This design comes from an exercise in tuning for small area on the open sky130 flow, not from production work. In this exercise RTL edits were held to simulation tests only and were not proved equivalent to the original. Power and IR drop assume default switching activity.

### flow/design.v
module receiver(
    input clk,
    input rst,
    input read_enable,
    input uart_rx,
    output reg [9:0] data_out,
    output reg rx_status
);
parameter BIT_TIMER_MAX = 5860;
parameter BIT_TIMER_MAX_HALF = 2930;
parameter BIT_INDEX_MAX = 10;
reg [13:0] bittimer;
wire bitdone;
wire waitdone;
integer bitindex;
wire rxbit;
reg [9:0] rxdata;
reg [1:0] state;
localparam READY     = 2'b00;
localparam WAIT_BIT  = 2'b01;
localparam LOAD_BIT  = 2'b10;
localparam READ_BIT  = 2'b11;
always@(posedge clk) begin 
    if (rst) begin
        state <= READY;
        data_out <= 10'b0000000000;
        rx_status <= 1'b0;
    end else
    case (state)
        READY     : begin
            if (read_enable) begin rx_status <= 1'b0; if(uart_rx == 1'b0) state <= WAIT_BIT; end end
        WAIT_BIT  : begin if(waitdone) begin if(uart_rx == 1'b0) state <= LOAD_BIT; end end
        LOAD_BIT  : state <= READ_BIT;
        READ_BIT  : begin
            if(bitdone) begin 
                if(bitindex == BIT_INDEX_MAX) 
                    begin data_out <= rxdata; state <= READY; rx_status <= 1'b1; end
                else state <= LOAD_BIT;
                end
            end
        default : state <= READY;            
    endcase
end
always@(posedge clk) begin
    if(rst || state == READY) 
        bittimer <= "00000000000000";
    else if (state == WAIT_BIT) begin
        if(waitdone)
            bittimer <= "00000000000000";
        else
            bittimer <= bittimer + 1'b1;
    end
    else begin
        if(bitdone)
            bittimer <= "00000000000000";
        else 
            bittimer <= bittimer + 1'b1;
    end        
end
assign bitdone = (bittimer == BIT_TIMER_MAX)? 1'b1 : 1'b0;
assign waitdone = (bittimer == BIT_TIMER_MAX_HALF)? 1'b1 : 1'b0;
always @(posedge clk) begin
    if(rst) begin
        bitindex <= 0;
        rxdata <= 10'b0000000000;
    end
    else if(state == READY) begin
        bitindex <= 0;
    end
    else if (state == LOAD_BIT) begin
        rxdata[bitindex] <= rxbit;
        bitindex <= bitindex + 1;
    end
end
assign rxbit = uart_rx;
endmodule
module encryptor(
    input clk,
    input rst,
    input encrypt_enable,
    input [9:0] data_in,
    output reg [7:0] data_out,
    output reg cy_status
);
localparam READY = 2'b00;
localparam CRYPT = 2'b01;
localparam SEND  = 2'b10;
localparam LFSR  = 2'b11;
reg [1:0] state;
reg [7:0] lfsr_reg;       
reg [7:0] prev_output;    
always@(posedge clk) begin 
    if (rst) begin
        state <= READY;
        cy_status <= 1'b0;
    end else
    case (state)
        READY : begin cy_status <= 1'b0; if (encrypt_enable) state <= LFSR; end 
        LFSR : state <= CRYPT;
        CRYPT : state <= SEND;
        SEND  : begin state <= READY; cy_status <= 1'b1; end
        default : state <= READY;            
    endcase
end
always @(posedge clk) begin
    if (rst) begin
        data_out <= 8'b00000000;
        prev_output <= 8'b10101110;
    end else
    if(state == CRYPT) begin
        data_out <= lfsr_reg ^ prev_output ^ data_in;
        prev_output <= data_out;
    end  
end
always @(posedge clk) begin
    if (rst)
        lfsr_reg <= 8'b10111011;
    else
    if(state == LFSR) begin
        lfsr_reg <= {lfsr_reg[6:0], lfsr_reg[7] ^ lfsr_reg[5] ^ lfsr_reg[4] ^ lfsr_reg[3] };
    end  
end
endmodule
module transmitter(
    input clk,
    input rst,
    input send_enable,
    input [7:0] data,
    output reg uart_tx,
    output reg tx_status
);
parameter BIT_TIMER_MAX = 14'd10416;
parameter BIT_INDEX_MAX = 10;
reg [13:0] bittimer;
wire bitdone;
integer bitindex;
reg [9:0] txdata;
reg [1:0] state;
localparam READY    = 2'b00;
localparam LOAD_BIT = 2'b01;
localparam SEND_BIT = 2'b10;
always@(posedge clk) begin 
    if (rst) begin
        state <= READY;
        tx_status <= 1'b0;
    end else
    case (state)
        READY    : begin   
            tx_status <= 1'b0;
            if(send_enable == 1'b1)
                begin
                    tx_status <= 1'b0;
                    state <= LOAD_BIT;
                end
            end         
        LOAD_BIT : state <= SEND_BIT;
        SEND_BIT : begin
            if(bitdone) begin 
                if(bitindex == BIT_INDEX_MAX) 
                    begin
                        state <= READY;
                        tx_status <= 1'b1;
                    end
                else
                    state <= LOAD_BIT;
                end
            end
        default : state <= READY;            
    endcase
end
always@(posedge clk) begin
    if(rst || state == READY) 
        bittimer <= 14'b0;
    else begin
        if(bitdone)
            bittimer <= 14'b0;
        else 
            bittimer <= bittimer + 1;
    end        
end 
assign bitdone = (bittimer == BIT_TIMER_MAX)? 1'b1 : 1'b0 ;
always @(posedge clk) begin
    if(send_enable) 
        txdata <= {1'b1, data, 1'b0};
    end
always @(posedge clk) begin
    if(rst || state == READY) begin
        uart_tx <= 1'b1;
        bitindex <= 0;
    end 
    else if (state == LOAD_BIT) begin
        uart_tx <= txdata[bitindex];
        bitindex <= bitindex +1;
    end 
end
endmodule
module top(
    input clk,
    input rst,
    input read_enable,
    input uart_rx,
    output uart_tx,
    output status
);
wire send_enable;
wire encrypt_enable;
wire [9:0] received_data;
wire [7:0] encrypted_data;
receiver    rx (clk, rst, read_enable,     uart_rx,         received_data,   encrypt_enable);
encryptor   cy (clk, rst, encrypt_enable,  received_data,   encrypted_data,  send_enable);
transmitter tx (clk, rst, send_enable,     encrypted_data,  uart_tx,         status);
endmodule
### flow/run.sh
#!/bin/bash
# synth_recipe.tcl (not shown) runs the flow's synth.tcl, then flattens the netlist and writes it again
# the make line also repeats each setting of config.mk as NAME=value (left out here)
make -C /OpenROAD-flow-scripts/flow DESIGN_CONFIG=/design/flow/config.mk WORK_HOME=/design/flow/orfs CLKGATE_MAP_FILE= SYNTH_SCRIPT=/design/flow/synth_recipe.tcl finish
### flow/config.mk
export PLATFORM = sky130hd
export DESIGN_NAME = top
export DESIGN_NICKNAME = top
export VERILOG_FILES = /design/flow/design.v
export SDC_FILE = /design/flow/constraint.sdc
export NUM_CORES = 4
export LEC_CHECK = 0
export CAP_MARGIN = 20
export CORE_MARGIN = 2
export CORE_UTILIZATION = 40
export SLEW_MARGIN = 20
### flow/constraint.sdc
create_clock -name core_clock -period 5.0 [get_ports {clk}]
set_input_delay 1.0000 -clock core_clock [delete_from_list [all_inputs] [get_ports {clk}]]
set_output_delay 1.0000 -clock core_clock [all_outputs]
set_load 0.01 [all_outputs]
==> metrics.md, run 1 <==
| Metric | Value |
|---|---|
| Buffers on Ports | `5` |
| Most common cell after layout, fill and taps aside | `sky130_fd_sc_hd__dfxtp_1` |
| First-pass GRT wire length | `27,550 um` |
| FF-to-FF setup slack | `1.37 ns` |
| Iteration count of the initial detailed-routing pass | `5` |
| Area growth from synthesis to layout | `7.959%` |
| Clock slew at the register clock pins of the worst setup and hold paths | `0.07 ns` |
| Crit-path max FO | `13` |
| Critical register-to-register path endpoint | `rx.rxdata[4]$_SDFFE_PP0P_` |
| Actual transition at the worst max-transition pin | `1.004 ns` |
| Final Hold Fails | `0` |
| Total number of nets in the final design | `912` |
| TritonCTS Sinks | `150` |
| Crit path DAT | `3.92 ns` |
| Post-synth ARST share | `0%` |
| Clock tree from TritonCTS | `done` |
| Total negative setup slack | `0 ns` |
| Total die area | `21,190 um^2` |
| Sequential cell area | `3083 um^2` |
| Non-filler cells, final | `1,172` |
| Post-detailed-route count of antenna-violating nets | `0` |
| Final worst path period need | `3.628 ns` |
| Number of cells upsized or downsized after cts | `0` |
| Total vias in the final route | `6,136` |
| Count of inserted antenna diode cells | `0` |
| Critical path data required time | `5.30 ns` |
| Routed length per placed instance | `13.57 um` |
| Synthesized area divided by synthesized cell count | `8.687 um^2` |
| Setup Viol. Count Final | `0` |
| Number of rows created at floorplan | `51` |
| Post-CTS repair timing setup buffer count | `0` |
| Routability congestion estimate | `0.9234` |
| Static leakage power | `3.024 nW` |
| Die Width | `145.6 um` |
| Insertion delay of the later-clocked pin in the worst-skew pair | `0.43 ns` |
| Critical path startpoint category | `flop` |
| Total global-route track usage | `15.50%` |
| Via-to-Cell Ratio | `5.235` |
| Hold Crit Class | `reg2reg` |
| Worst IR drop on VDD | `0.2442 mV` |
| Vias in the first global route | `5,662` |
| RSZ-0062 raised after global routing | `no` |
| Main synth FF type | `sky130_fd_sc_hd__dfxtp_1` |
| CP Capture Type | `flop` |
| Initial drt markers | `327` |
| Share of final-layout standard cells stronger than drive strength 1 | `7.828%` |
| Power density of the placed cells | `329.7 nW/um^2` |
| Count of flip-flops with a built-in enable after synthesis | `8` |
| Seq cells post-synth | `150` |
| I/O pin cnt | `6` |
| Largest net degree at the start of global routing | `57` |
| Filler cells | `1,921` |
| DRC Markers | `0` |
| Total congestion overflow after global routing | `0` |
| Count of cells along the worst hold path | `1` |
| Hold-fix buffers, CTS | `0` |
| Number of antenna violations at the first check in global routing | `0` |
| Run status | `finished clean` |
| Largest registers in the final layout | `rx.bitindex x32, tx.bitindex x32` |
| Setup clock skew after layout | `0.01544 ns` |
| CTS root buf | `sky130_fd_sc_hd__clkbuf_16` |
| Post-Synthesis Cells | `923` |
| Count of different cell masters after synthesis | `77` |
| Post-synthesis sequential area ratio | `38.45%` |
| H-tree level count | `4` |
| Warnings from Yosys | `3` |
| Total routed wirelength | `15,910 um` |
| Number of buffers inserted during clock tree synthesis | `17` |
| Crit Path Class | `reg2reg` |
| Max Cap Violations | `0` |
| Maximum count of clock buffers along a single path | `2` |
| CORE AREA | `19,590 um^2` |
| Highest-count cells in the layout ignoring fill and taps | `142 x sky130_fd_sc_hd__dfxtp_1, 138 x sky130_fd_sc_hd__nor2_1, 65 x sky130_fd_sc_hd__nand2_1` |
| Start point of the worst hold path | `tx.bittimer[0]$_SDFF_PP0_` |
| Post-DP HPWL | `10,980 um` |
| Worst relative slew slack | `33.08%` |
| Highest attainable clock frequency | `275.6 MHz` |
| WHS Endpoint | `tx.bittimer[0]$_SDFF_PP0_` |
| Cell Count Post-Placement | `1,140` |
| Effective utilization at floorplan | `40.93%` |
| Depth of the most critical reg-to-reg path | `11` |
| Hold slack final | `0.4642 ns` |
| Origin of the critical flop-to-flop path | `rx.bitindex[0]$_SDFFE_PP0P_` |
| Combined area of the multi-input logic cells | `4518 um^2` |
| Die Span Y | `145.6 um` |
| Synthesized cell area | `8018 um^2` |
| Period Utilization, post-route | `72.57%` |
| Syn Nets | `941` |
| Final number of max-transition violations | `0` |
## where the power goes
group          switching [mW]  internal [mW]
Combinational           0.167          0.144
Sequential             0.0544           1.27
Clock                   0.560          0.658
## Yosys cell counts, types with 23 or more instances
cell type	n	share of area (%)
sky130_fd_sc_hd__nand4_1	35	2.7
sky130_fd_sc_hd__nand2_1	65	3.0
sky130_fd_sc_hd__nor2_1	138	6.5
sky130_fd_sc_hd__dfxtp_1	142	35
sky130_fd_sc_hd__mux2i_1	33	4.1
sky130_fd_sc_hd__xor2_1	60	6.6
sky130_fd_sc_hd__nor3_1	24	1.5
sky130_fd_sc_hd__o21ai_0	23	1.4
sky130_fd_sc_hd__inv_1	23	1.1
sky130_fd_sc_hd__xnor2_1	47	5.1
sky130_fd_sc_hd__nand3_1	36	2.2
sky130_fd_sc_hd__clkbuf_1	33	1.5
sky130_fd_sc_hd__a21oi_1	29	1.8
## worst max path at each step
stage                                start                         to  slack [ns]  cells past startpoint
6_report       rx.bitindex[0]$_SDFFE_PP0P_  rx.rxdata[4]$_SDFFE_PP0P_        1.37                     11
5_1_grt        rx.bitindex[0]$_SDFFE_PP0P_  rx.rxdata[3]$_SDFFE_PP0P_        1.08                     11
4_1_cts        rx.bitindex[0]$_SDFFE_PP0P_  rx.rxdata[4]$_SDFFE_PP0P_        1.43                     11
3_5_place_dp   rx.bitindex[0]$_SDFFE_PP0P_  rx.rxdata[4]$_SDFFE_PP0P_        1.48                     11
3_3_place_gp   rx.bitindex[0]$_SDFFE_PP0P_  rx.rxdata[4]$_SDFFE_PP0P_        1.50                     11
2_1_floorplan  rx.bitindex[0]$_SDFFE_PP0P_  rx.rxdata[4]$_SDFFE_PP0P_        1.90                     14
## cell families after synthesis
kind of cell    Yosys count  share of synthesized area, %
flops                   150                         38.45
mux                      37                         4.822
buf+inv                  80                         5.290
simple gates            431                         28.70
compound gates          104                         8.864
xor+xnor                107                         11.69
fa+ha+maj                14                         2.185
## area by class of cell
| class | count | share of cell area (%) |
|---|---|---|
| multi-input combinational | 693 | 52.20 |
| sequential | 150 | 35.62 |
| clock buffer | 18 | 4.958 |
| tap | 265 | 3.831 |
| clock inverter | 14 | 1.532 |
| inverter | 23 | 0.9974 |
| timing repair buffer | 9 | 0.8673 |
## worst max-delay path, stage by stage (launching register included)
cell and delay [ns]:
sky130_fd_sc_hd__dfxtp_1 0.46, sky130_fd_sc_hd__inv_1 0.19, sky130_fd_sc_hd__ha_1 0.36, sky130_fd_sc_hd__nor3b_2 0.61
sky130_fd_sc_hd__xnor2_1 0.12, sky130_fd_sc_hd__or3_1 0.32, sky130_fd_sc_hd__a221o_1 0.32, sky130_fd_sc_hd__mux2i_1 0.18
sky130_fd_sc_hd__nand3_1 0.15, sky130_fd_sc_hd__nor4_4 0.45, sky130_fd_sc_hd__nand4_1 0.18, sky130_fd_sc_hd__mux2i_1 0.15
## stage by stage
step	cell area (um^2)	power [mW]	setup WS, ns	util, %
final	8656	2.854	1.372	44.18
after global placement	8094	1.659	1.505	41.32
after floorplan	8018	1.603	1.901	-
after CTS	8656	2.896	1.426	44.18
after detailed placement	8094	1.665	1.480	41.32
after global routing	8656	2.992	1.077	44.18
## layer usage
layer	routed length (um)	up-vias	track usage [%]
met1	8122	2847	21.56
met5	0	-	0
li1	-	3173	-
met2	7046	96	23.63
met4	197	0	4.951
met3	541	20	3.887
==> run 2: changes to the inputs <==
==> flow/design.v (replaced) <==
module receiver(
    input clk,
    input rst,
    input read_enable,
    input uart_rx,
    output [7:0] data_out,
    output reg rx_status
);
localparam [13:0] CB = 14'd0;
localparam [13:0] CW = 14'd19;
localparam READY    = 2'b00;
localparam WAIT_BIT = 2'b01;
localparam LOAD_BIT = 2'b10;
localparam READ_BIT = 2'b11;
reg [1:0] state;
reg [13:0] t;
reg [10:0] sr;
wire hit = ~t[0] & ~t[1] & ~t[2] & ~t[3] & ~t[4] & t[5] & ~t[6] & ~t[7] & t[8] &
           t[11] & ~t[12] & ~t[13];
wire ready = (state == READY);
wire wt    = (state == WAIT_BIT);
wire load  = (state == LOAD_BIT);
wire rd    = (state == READ_BIT);
always @(posedge clk) begin
    if (rst) begin
        state <= READY;
        rx_status <= 1'b0;
    end else
    case (state)
        READY    : if (read_enable) begin rx_status <= 1'b0; if (!uart_rx) state <= WAIT_BIT; end
        WAIT_BIT : if (hit && !uart_rx) state <= LOAD_BIT;
        LOAD_BIT : state <= READ_BIT;
        READ_BIT : if (hit) begin
                       if (sr[0]) begin state <= READY; rx_status <= 1'b1; end
                       else state <= LOAD_BIT;
                   end
    endcase
end
wire ldw = ready | (wt & hit & uart_rx);
wire ldb = (wt & hit & ~uart_rx) | (rd & hit);
always @(posedge clk) begin
    if (ldw)
        t <= CW;
    else if (ldb)
        t <= CB;
    else
        t <= ~{t[12:0], t[12] ^ t[13]};
end
always @(posedge clk) begin
    if (wt & hit)
        sr <= 11'b10000000000;
    else if (load)
        sr <= {uart_rx, sr[10:1]};
end
assign data_out = sr[8:1];
endmodule
module encryptor(
    input clk,
    input rst,
    input encrypt_enable,
    input [7:0] data_in,
    output reg [7:0] data_out,
    output cy_status
);
reg [2:0] s;
reg [7:0] lfsr_reg;
reg [7:0] prev_output;
always @(posedge clk) begin
    if (rst)
        s <= 3'b000;
    else begin
        s[0] <= ~s[0] & (s[1] | encrypt_enable);
        s[1] <= s[1] ^ s[0];
        s[2] <= s[1] & s[0];
    end
end
assign cy_status = s[2];
wire [7:0] key = {lfsr_reg[6:0], lfsr_reg[7] ^ lfsr_reg[5] ^ lfsr_reg[4] ^ lfsr_reg[3]};
always @(posedge clk) begin
    if (rst) begin
        lfsr_reg <= 8'b10111011;
        prev_output <= 8'b10101110;
        data_out <= 8'b00000000;
    end else if (cy_status) begin
        lfsr_reg <= key;
        data_out <= key ^ prev_output ^ data_in;
        prev_output <= data_out;
    end
end
endmodule
module transmitter(
    input clk,
    input rst,
    input send_enable,
    input [7:0] data,
    output reg uart_tx,
    output tx_status
);
localparam READY    = 2'b00;
localparam LOAD_BIT = 2'b01;
localparam SEND_BIT = 2'b10;
reg [1:0] state;
reg [13:0] t;
reg [3:0] idx;
wire hit = ~t[0] & t[1] & t[2] & t[3] & ~t[4] & t[5] & ~t[6] & ~t[7] & ~t[8] &
           t[10] & ~t[12] & ~t[13];
wire ready = (state == READY);
wire load  = (state == LOAD_BIT);
wire snd   = (state == SEND_BIT);
always @(posedge clk) begin
    if (rst)
        state <= READY;
    else
    case (state)
        READY    : if (send_enable) state <= LOAD_BIT;
        LOAD_BIT : state <= SEND_BIT;
        default  : if (hit) state <= (idx == 4'd9) ? READY : LOAD_BIT;
    endcase
end
always @(posedge clk) begin
    if (ready | (snd & hit))
        t <= 14'd0;
    else
        t <= ~{t[12:0], t[0] ^ t[13]};
end
always @(posedge clk) begin
    if (rst | ready)
        idx <= 4'd15;
    else if (load)
        idx <= idx + 1'b1;
end
wire bit_out = idx[3] ? ~idx[0] : data[idx[2:0]];
always @(posedge clk) begin
    if (rst)
        uart_tx <= 1'b1;
    else if (load)
        uart_tx <= bit_out;
end
assign tx_status = ready & (idx == 4'd9);
endmodule
module top(
    input clk,
    input rst,
    input read_enable,
    input uart_rx,
    output uart_tx,
    output status
);
wire send_enable;
wire encrypt_enable;
wire [7:0] received_data;
wire [7:0] encrypted_data;
receiver    rx (clk, rst, read_enable,     uart_rx,         received_data,   encrypt_enable);
encryptor   cy (clk, rst, encrypt_enable,  received_data,   encrypted_data,  send_enable);
transmitter tx (clk, rst, send_enable,     encrypted_data,  uart_tx,         status);
endmodule
==> metrics.md, run 2 <==
| Metric | Value |
|---|---|
| Highest attainable clock frequency | `359.4 MHz (+30%)` |
| H-tree level count | `3 (-1)` |
| Most common cell after layout, fill and taps aside | `sky130_fd_sc_hd__dfxtp_1` |
| Clock tree from TritonCTS | `done` |
| Final worst path period need | `2.782 ns (-0.8462 ns)` |
| Crit path DAT | `1.78 ns (-2.14 ns)` |
| Routability congestion estimate | `0.7028 (-24%)` |
| FF-to-FF setup slack | `3.09 ns (+1.72 ns)` |
| Vias in the first global route | `1,710 (-70%)` |
| Final number of max-transition violations | `0 (unchanged)` |
| Total global-route track usage | `12.81% (-2.7 points)` |
| Leading post-synthesis cells by instance count | `76 x sky130_fd_sc_hd__dfxtp_1, 49 x sky130_fd_sc_hd__nor2_1, 26 x sky130_fd_sc_hd__nand2_1` |
| Initial drt markers | `125 (-62%)` |
| Library cell occupying the most area in the post-synthesis netlist | `sky130_fd_sc_hd__dfxtp_1` |
| CP Capture Type | `output port` |
| Critical path startpoint category | `flop` |
| Hold slack final | `0.3835 ns (-0.08062 ns)` |
| RSZ-0062 raised after global routing | `no` |
| Post-synth ARST share | `0% (unchanged)` |
| Die Span Y | `88.88 um (-39%)` |
| Routed length per placed instance | `11.20 um (-17%)` |
| Insertion delay of the later-clocked pin in the worst-skew pair | `0.34 ns (-0.09 ns)` |
| CORE AREA | `6869 um^2 (-65%)` |
| Number of antenna violations at the first check in global routing | `0 (unchanged)` |
| Largest registers in the final layout | `rx.t x14, tx.t x14, rx.sr x11` |
| First-pass GRT wire length | `7693 um (-72%)` |
| Post-synthesis sequential area ratio | `52.80% (+14 points)` |
| Number of buffers inserted during clock tree synthesis | `9 (-8)` |
| Total congestion overflow after global routing | `0 (unchanged)` |
| Crit Path Class | `reg2out` |
| DRC Markers | `0 (unchanged)` |
| Filler cells | `677 (-65%)` |
| Post-route cell area | `3217 um^2 (-63%)` |
| Instance area after placement | `2985 um^2 (-63%)` |
| Area growth from synthesis to layout | `11.64%` |
| Overall Power | `1.261 mW (-56%)` |
| Crit-path max FO | `8 (-5)` |
| Number of rows created at floorplan | `30 (-41%)` |
| Hold Crit Class | `reg2reg` |
| Iteration count of the initial detailed-routing pass | `4 (-1)` |
| Highest-count cells in the layout ignoring fill and taps | `76 x sky130_fd_sc_hd__dfxtp_1, 49 x sky130_fd_sc_hd__nor2_1, 26 x sky130_fd_sc_hd__nand2_1` |
| Seq cells post-synth | `76 (-49%)` |
| Total number of nets in the final design | `305 (-67%)` |
| Buffers on Ports | `5 (unchanged)` |
| Top-area cell type share of the netlist area | `52.80% (+17 points)` |
| Syn Nets | `303 (-68%)` |
| Count leader, synth | `sky130_fd_sc_hd__dfxtp_1` |
| TritonCTS Sinks | `76 (-49%)` |
| Effective utilization at floorplan | `41.95% (+1.0 points)` |
| Warnings from Yosys | `3 (unchanged)` |
| Setup Viol. Count Final | `0 (unchanged)` |
| Total routed wirelength | `4470 um (-72%)` |
| Cell-by-cell listing of the critical path | `ha_1, nand3b_1, nor3_1, clkdlybuf4s50_1` |
| Post-CTS repair timing setup buffer count | `0 (unchanged)` |
| Number of cells upsized or downsized after cts | `0 (unchanged)` |
| Count of inserted antenna diode cells | `0 (unchanged)` |
| Via-to-Cell Ratio | `4.737 (-9.5%)` |
| Actual transition at the worst max-transition pin | `0.8170 ns (-0.1867 ns)` |
| Run status | `finished clean` |
| Combined area of the multi-input logic cells | `1252 um^2 (-72%)` |
| Post-detailed-route count of antenna-violating nets | `0 (unchanged)` |
| Total vias in the final route | `1,890 (-69%)` |
| Utilization after layout | `46.83% (+2.6 points)` |
| Count of flip-flops with a built-in enable after synthesis | `0 (-8)` |
| Final Hold Fails | `0 (unchanged)` |
| Share of final-layout standard cells stronger than drive strength 1 | `9.241% (+1.4 points)` |
| Maximum count of clock buffers along a single path | `2 (unchanged)` |
| Critical path data required time | `4.00 ns (-1.30 ns)` |
| Most area-consuming cells after synthesis | `sky130_fd_sc_hd__dfxtp_1 53%, sky130_fd_sc_hd__nor2_1 6.4%, sky130_fd_sc_hd__xnor2_1 5.8%, sky130_fd_sc_hd__mux2i_1 4.9%, sky130_fd_sc_hd__nand2_1 3.4%` |
| Sequential cell area | `1521 um^2 (-51%)` |
| Setup clock skew after layout | `0.01029 ns (-0.005151 ns)` |
| Static leakage power | `1.211 nW (-60%)` |
| Worst relative slew slack | `45.33% (+12 points)` |
| Slowest-stage cell, CP | `sky130_fd_sc_hd__clkdlybuf4s50_1` |
| Worst IR drop on VDD | `0.2046 mV (-16%)` |
| Total negative setup slack | `0 ns (unchanged)` |
| Synthesized cell area | `2882 um^2 (-64%)` |
| Total die area | `7899 um^2 (-63%)` |
| Clock slew at the register clock pins of the worst setup and hold paths | `0.07 ns (about the same)` |
| Synthesized area divided by synthesized cell count | `9.735 um^2 (+12%)` |
| Post-Synthesis Cells | `296 (-68%)` |
| Period Utilization, post-route | `55.64% (-17 points)` |
| Longest individual stage delay on the worst path | `0.56 ns (-0.05 ns)` |
| Max Cap Violations | `0 (unchanged)` |
| Count of different cell masters after synthesis | `43 (-44%)` |
| I/O pin cnt | `6 (unchanged)` |
| Power density of the placed cells | `392.0 nW/um^2 (+19%)` |
| CTS root buf | `sky130_fd_sc_hd__clkbuf_8` |
| Main synth FF type | `sky130_fd_sc_hd__dfxtp_1` |
| Largest net degree at the start of global routing | `39 (-32%)` |
| Hold-fix buffers, CTS | `0 (unchanged)` |
| Post-DP HPWL | `2895 um (-74%)` |
| Die Width | `88.88 um (-39%)` |
-- run 2: cell count changes in the layout (fill, tap and decap cells not counted), moves of 17 or more --
| cell | previous run | this run |
|---|---|---|
| sky130_fd_sc_hd__nor2_1 | 138 | 49 |
| sky130_fd_sc_hd__dfxtp_1 | 142 | 76 |
| sky130_fd_sc_hd__xor2_1 | 60 | 2 |
| sky130_fd_sc_hd__nand2_1 | 65 | 26 |
| sky130_fd_sc_hd__nand4_1 | 35 | 0 |
| sky130_fd_sc_hd__nand3_1 | 36 | 3 |
| sky130_fd_sc_hd__xnor2_1 | 47 | 19 |
| sky130_fd_sc_hd__nor3_1 | 24 | 3 |
| sky130_fd_sc_hd__mux2i_1 | 33 | 14 |
| sky130_fd_sc_hd__nor4_1 | 20 | 1 |
| sky130_fd_sc_hd__o21ai_0 | 23 | 4 |
| sky130_fd_sc_hd__clkbuf_16 | 17 | 0 |
-- run 2: routing by layer --
metal	wire length (um)	track usage [%]	part of all wire, %	vias to the layer above
li1	-	-	-	992
met1	2312	17.01	52	878
met2	1924	18.72	43	12
met3	133	3.918	3.0	8
met4	99	6.612	2.2	0
met5	0	0	0	-
-- run 2: final cells by class --
class	count	area share, %
inverter	7	0.8168
timing repair buffer	7	2.023
multi-input combinational	197	38.93
sequential	76	47.30
tap	96	3.734
clock inverter	5	3.112
clock buffer	11	4.084
-- run 2: cells by family (layout without fill, tap and decap cells) --
family                   count (synthesis)  in the layout  share of synthesized area (%)
AND/OR/NAND/NOR                        116            116                          20.32
flip-flops                              76             76                          52.80
AO/OA/AOI/OAI                           41             41                          9.814
buffers and inverters                   23             30                          3.734
XOR/XNOR                                21             21                          6.383
multiplexers                            16             16                          5.645
adder cells (fa/ha/maj)                  3              3                          1.303
-- run 2: worst paths after layout --
| check | depth (start not counted) | endpoint | start |
|---|---|---|---|
| setup / recovery | 4 | status | tx.idx[0]$_SDFFE_PP1P_ |
| hold / removal | 1 | rx.t[11]$_SDFF_PP0_ | rx.t[10]$_SDFF_PP0_ |
| setup reg to reg | 4 | rx.t[0]$_SDFF_PP1_ | rx.t[6]$_SDFF_PP0_ |
| hold reg to reg | 1 | rx.t[11]$_SDFF_PP0_ | rx.t[10]$_SDFF_PP0_ |
-- run 2: worst max-delay path: cells and delay by family (launching register included) --
family                   cells  cell delay [ns]
adder cells (fa/ha/maj)      1             0.19
buffers and inverters        1             0.56
flip-flops                   1             0.46
AND/OR/NAND/NOR              2             0.25
-- run 2: power by group --
group | total [mW] | internal, mW | switching (mW)
registers | 0.661 | 0.640 | 0.0216
logic | 0.0580 | 0.0260 | 0.0320
clock network | 0.542 | 0.330 | 0.211
-- run 2: stage by stage --
| step | std cells | setup slack (ns) |
|---|---|---|
| 5_1_grt | 399 | 2.071 |
| 4_1_cts | 399 | 2.181 |
| 3_5_place_dp | 383 | 2.566 |
| 2_1_floorplan | 296 | 2.976 |
| 6_report | 399 | 2.218 |
| 3_3_place_gp | 383 | 2.592 |

-- re-timing with driven ports --
Ports are ideal in the flow. The routed layouts listed here were re-timed in OpenROAD.
Step 1: set_driving_cell puts a clkbuf_16 on clk and a buf_2 on each other input, an assumption about the parent block.
Step 2 moves the port delays by t, midway between the first and last clock arrival at a register: inputs arrive t later, outputs are due t later. That takes back most of the time a late clock gives input paths.
a / b / c = no drivers / after step 1 / after step 2; a / b = the first two.
run | shift t [ns] | setup slack, ns | pins driven straight from the clock port
run 1 | 0.467 | 1.372 / 1.372 / 1.372 | 1
run 2 | 0.364 | 2.218 / 2.189 / 2.554 | 1
After both steps setup and hold are still met in every run listed.
